What follows belongs to an exercise in optimizing a design on an open flow for small area and a short achievable clock period; a production flow would make more cautious choices.
In this exercise RTL edits were held to simulation tests only and were not proved equivalent to the original.
Power and IR drop assume default switching activity.

== red ==
Design fp_mul, start of the top module:
module fp_mul(
    input clk,
    input rst,
    input [31:0] a_s,
    input [31:0] b_s,
    output reg [31:0] c_out,
    output reg overflow
);
For scale: ~760 cells after synthesis, roughly 130 flip-flops, roughly 99 I/O pins, ~6100 sq um of cells after synthesis.
==> flow/config.mk <==
export PLATFORM = sky130hd
export DESIGN_NAME = fp_mul
export DESIGN_NICKNAME = fp_mul
export VERILOG_FILES = /design/flow/design.v
export SDC_FILE = /design/flow/constraint.sdc
export NUM_CORES = 4
export LEC_CHECK = 0
export CAP_MARGIN = 20
export CORE_MARGIN = 2
export CORE_UTILIZATION = 40
export SETUP_SLACK_MARGIN = 2.0
export SLEW_MARGIN = 20
==> flow/constraint.sdc <==
create_clock -name core_clock -period 4.0 [get_ports {clk}]
set_input_delay 0.8000 -clock core_clock [delete_from_list [all_inputs] [get_ports {clk}]]
set_output_delay 0.8000 -clock core_clock [all_outputs]
set_load 0.01 [all_outputs]
standard.sh (not shown) runs the stock make flow with config.mk's settings and CLKGATE_MAP_FILE= SYNTH_SCRIPT=/design/flow/synth_recipe.tcl, a recipe that flattens the netlist after the stock synthesis.
==> flow/flow/run.sh <==
#!/bin/bash
# Standard layout (the standard.sh), with these changes:
#  - port buffers made of sky130_fd_sc_hd__buf_1 cells instead of the default pick;
#  - clock tree leaves of clkbuf_8 under a clkbuf_16 root, no dummy loads;
#  - no mapping of adders to full/half-adder cells (abc maps them);
#  - abc maps the logic with flow/abc.script (no abc-level buffering or sizing;
#    the resizer does that after placement). Everything else in ORFS's scripts
#    folder is used unchanged, from a copy.
set -euo pipefail
cp -r "$FLOW_HOME/scripts" scripts_mod
cp flow/abc.script scripts_mod/abc_speed.script
export SCRIPTS_DIR="$PWD/scripts_mod"
export BUFFER_PORTS_ARGS="-buffer_cell sky130_fd_sc_hd__buf_1"
export CTS_ARGS="-sink_clustering_enable -repair_clock_nets -buf_list sky130_fd_sc_hd__clkbuf_8 -root_buf sky130_fd_sc_hd__clkbuf_16 -dont_use_dummy_load"
bash standard.sh ADDER_MAP_FILE= finish > standard_make.log 2>&1
==> flow/flow/abc.script <==
strash
dch
map -B 0.9
topo
stime -c
buffer -c
upsize -c
dnsize -c
#### Input delta (blue over red)
Settings: changing CORE_UTILIZATION from 40 to 50; changing SETUP_SLACK_MARGIN from 2.0 to 2.1.
## What came out
[compare] base=red new=blue: horizontal extent of the die fell by about 10%; core utilization rose by 13 points.
blue contains more vias than red.

* * *

== run A ==
fp_mul, a different RTL version from the one above (not shown whole).
Size in the first run: ~750 cells after synthesis, ~130 flip-flops, about 6100 µm² of cells after synthesis.
Settings: LEC_CHECK=0, ABC_AREA=1, CAP_MARGIN=20, CORE_MARGIN=2, CORE_UTILIZATION=40, CTS_BUF_LIST=sky130_fd_sc_hd__clkbuf_8 sky130_fd_sc_hd__clkbuf_16, CTS_CLUSTER_DIAMETER=150, CTS_CLUSTER_SIZE=40, SETUP_SLACK_MARGIN=2.2, SLEW_MARGIN=20; clock period 4.0 ns.
==> flow/flow/run.sh <==
#!/bin/bash
# Standard layout, with the port buffers made of sky130_fd_sc_hd__buf_1 cells.
set -euo pipefail
export BUFFER_PORTS_ARGS="-buffer_cell sky130_fd_sc_hd__buf_1"
bash standard.sh > standard_make.log 2>&1
Changes in run B relative to run A:
- ABC_CLOCK_PERIOD_IN_PS newly set to 1800
- CTS_BUF_LIST removed (was sky130_fd_sc_hd__clkbuf_8 sky130_fd_sc_hd__clkbuf_16)
- CTS_CLUSTER_SIZE removed (was 40)
- CTS_CLUSTER_DIAMETER removed (was 150)
- ABC_AREA removed (was 1)
==> flow/flow/run.sh <==
#!/bin/bash
# Standard layout (the standard.sh), with two changes:
#  - port buffers made of sky130_fd_sc_hd__buf_1 cells instead of the default pick;
#  - clock tree leaves of clkbuf_4 under a clkbuf_16 root, no dummy loads.
set -euo pipefail
export BUFFER_PORTS_ARGS="-buffer_cell sky130_fd_sc_hd__buf_1"
export CTS_ARGS="-sink_clustering_enable -repair_clock_nets -buf_list sky130_fd_sc_hd__clkbuf_4 -root_buf sky130_fd_sc_hd__clkbuf_16 -dont_use_dummy_load"
bash standard.sh > standard_make.log 2>&1
==> comparison <==
Wire length (lower): run B
Higher highest net fanout along the worst path was reported by run A, not run B.
Run B against run A: sequential share of layout area now larger; number of rows created at floorplan now smaller.
Going from run A to run B, global-route track usage on met3 did not really move; routing usage on met1 went down.
Die area for run B: 2.9% down relative to run A
Run B vs. run A: clock distribution power saw a decrease, shortest clock period the worst path allows after layout saw an increase.
The following lists how run C was set up differently from run B:
- clearing ABC_CLOCK_PERIOD_IN_PS, which used to be 1800
- putting ABC_AREA at 1 where nothing was set
==> flow/flow/run.sh <==
#!/bin/bash
# Standard layout, with the port buffers made of sky130_fd_sc_hd__buf_1 cells.
set -euo pipefail
export BUFFER_PORTS_ARGS="-buffer_cell sky130_fd_sc_hd__buf_1"
bash standard.sh > standard_make.log 2>&1
[summary]
Going from run B to run C, via count went up by 11%, synthesized area went up by 3.1%, number of non-clock buffers went down by 0.71%.
Input changes introduced in run D (baseline for comparison: run C):
- a change of SETUP_SLACK_MARGIN from 2.2 to 2.0
- a deleted ABC_AREA that had been 1
==> flow/flow/run.sh <==
#!/bin/bash
# Standard layout (the standard.sh), with these changes:
#  - port buffers made of sky130_fd_sc_hd__buf_1 cells instead of the default pick;
#  - clock tree leaves of clkbuf_8 under a clkbuf_16 root, no dummy loads;
#  - no mapping of adders to full/half-adder cells (abc maps them);
#  - abc maps the logic with flow/abc.script (no abc-level buffering or sizing;
#    the resizer does that after placement). Everything else in ORFS's scripts
#    folder is used unchanged, from a copy.
set -euo pipefail
cp -r "$FLOW_HOME/scripts" scripts_mod
cp flow/abc.script scripts_mod/abc_speed.script
export SCRIPTS_DIR="$PWD/scripts_mod"
export BUFFER_PORTS_ARGS="-buffer_cell sky130_fd_sc_hd__buf_1"
export CTS_ARGS="-sink_clustering_enable -repair_clock_nets -buf_list sky130_fd_sc_hd__clkbuf_8 -root_buf sky130_fd_sc_hd__clkbuf_16 -dont_use_dummy_load"
bash standard.sh ADDER_MAP_FILE= finish > standard_make.log 2>&1
==> flow/flow/abc.script (new file) <==
strash
&get -n
&fraig -x
&put
scorr
dc2
dretime
strash
&get -n
&dch -f
&nf {D}
&put
--- outcome ---
Looking at met2 track demand over resource in global routing, run D sits 0.71 points lower than run C does. Effective utilization at floorplan of run D is on par with run C. Diff run C -> run D | number of cells on the worst reg-to-reg path | decrease of 6. P[23] as the worst setup path endpoint was reported by run C, and P[10] by run D. Going from run C to run D, width of the chip has decreased; signed area change from the synthesized netlist to the final layout lost 9.2 points; adder and majority gate portion of the synthesized area saw a decrease; routed wire length now smaller. Run D: part of the cycle the worst path needs 35 points above run C. In run D the number of gates on the worst path with buffers counted turned out 6 lower than in run C. Per the comparison of run D with run C, met3 wirelength from detailed routing now smaller, first-iteration DRC count now smaller.
What run E does differently from run D at the input level:
- a change of SETUP_SLACK_MARGIN from 2.0 to 2.4
==> flow/flow/abc.script <==
&get -n
&st
&dch
&nf
&put
Notes after the runs:
The wire length after detailed routing in run E is 1.2 times that in run D. Looking at run D and run E, the hold-fix buffer count after cts is a wash. Clock power, run D and run E, lower one = run E. Diff run D and run E: violation count after the first detailed-route iteration lower in run D. Delta (run E minus run D): count of non-CTS buffers in the layout went up 6.6%; final worst-path setup slack rose by 1.51 ns. Run E: number of inverters outside the clock class in the layout 3 below run D. ~same I/O pin total in run D and run E. Via total after detailed routing | run E above run D. Run E ended up with B[0] as its origin of the worst setup path; run D ended up with A[1].

==> what the ideal ports hide <==
How much do the figures lean on ideal ports? The routed layouts below were timed once more, with nothing changed but the port constraints.
Step 1, drivers: a clkbuf_16 drives clk and a buf_2 each remaining input, both assumed.
Step 2 adds t to the input delays and takes it off the output delays; t is the mean of the earliest and latest rising clock arrival at the registers after step 1. Input paths then give back, and output paths get back, about the clock's delay inside the block.
a / b / c = ideal / step 1 / step 2; a / b = the first two.
run | shift t [ns] | setup WS [ns] | hold WS [ns] | worst setup path at the end | worst slew at a driven data input, ns
red | 0.395 | 2.159 / 2.177 / 1.782 | 0.351 / 0.351 / 0.351 | input to register | 0.05
blue | 0.408 | 2.210 / 2.206 / 1.859 | 0.355 / 0.355 / 0.355 | input to register | 0.04
run A | 0.452 | 1.873 / 1.873 / 1.873 | 0.372 / 0.372 / 0.372 | register to register | 0.04
run B | 0.400 | 1.498 / 1.498 / 1.498 | 0.365 / 0.365 / 0.365 | register to register | 0.05
run C | 0.450 | 1.874 / 1.874 / 1.874 | 0.370 / 0.370 / 0.370 | register to register | 0.04
run D | 0.398 | 0.460 / 0.460 / 0.460 | 0.374 / 0.374 / 0.374 | register to register | 0.06
run E | 0.392 | 1.974 / 1.974 / 1.974 | 0.386 / 0.386 / 0.386 | register to register | 0.05
After both steps every run listed still meets setup and hold. For red, which loses most, drivers alone change the setup slack by +0.018 ns; drivers and shift together by -0.377 ns.
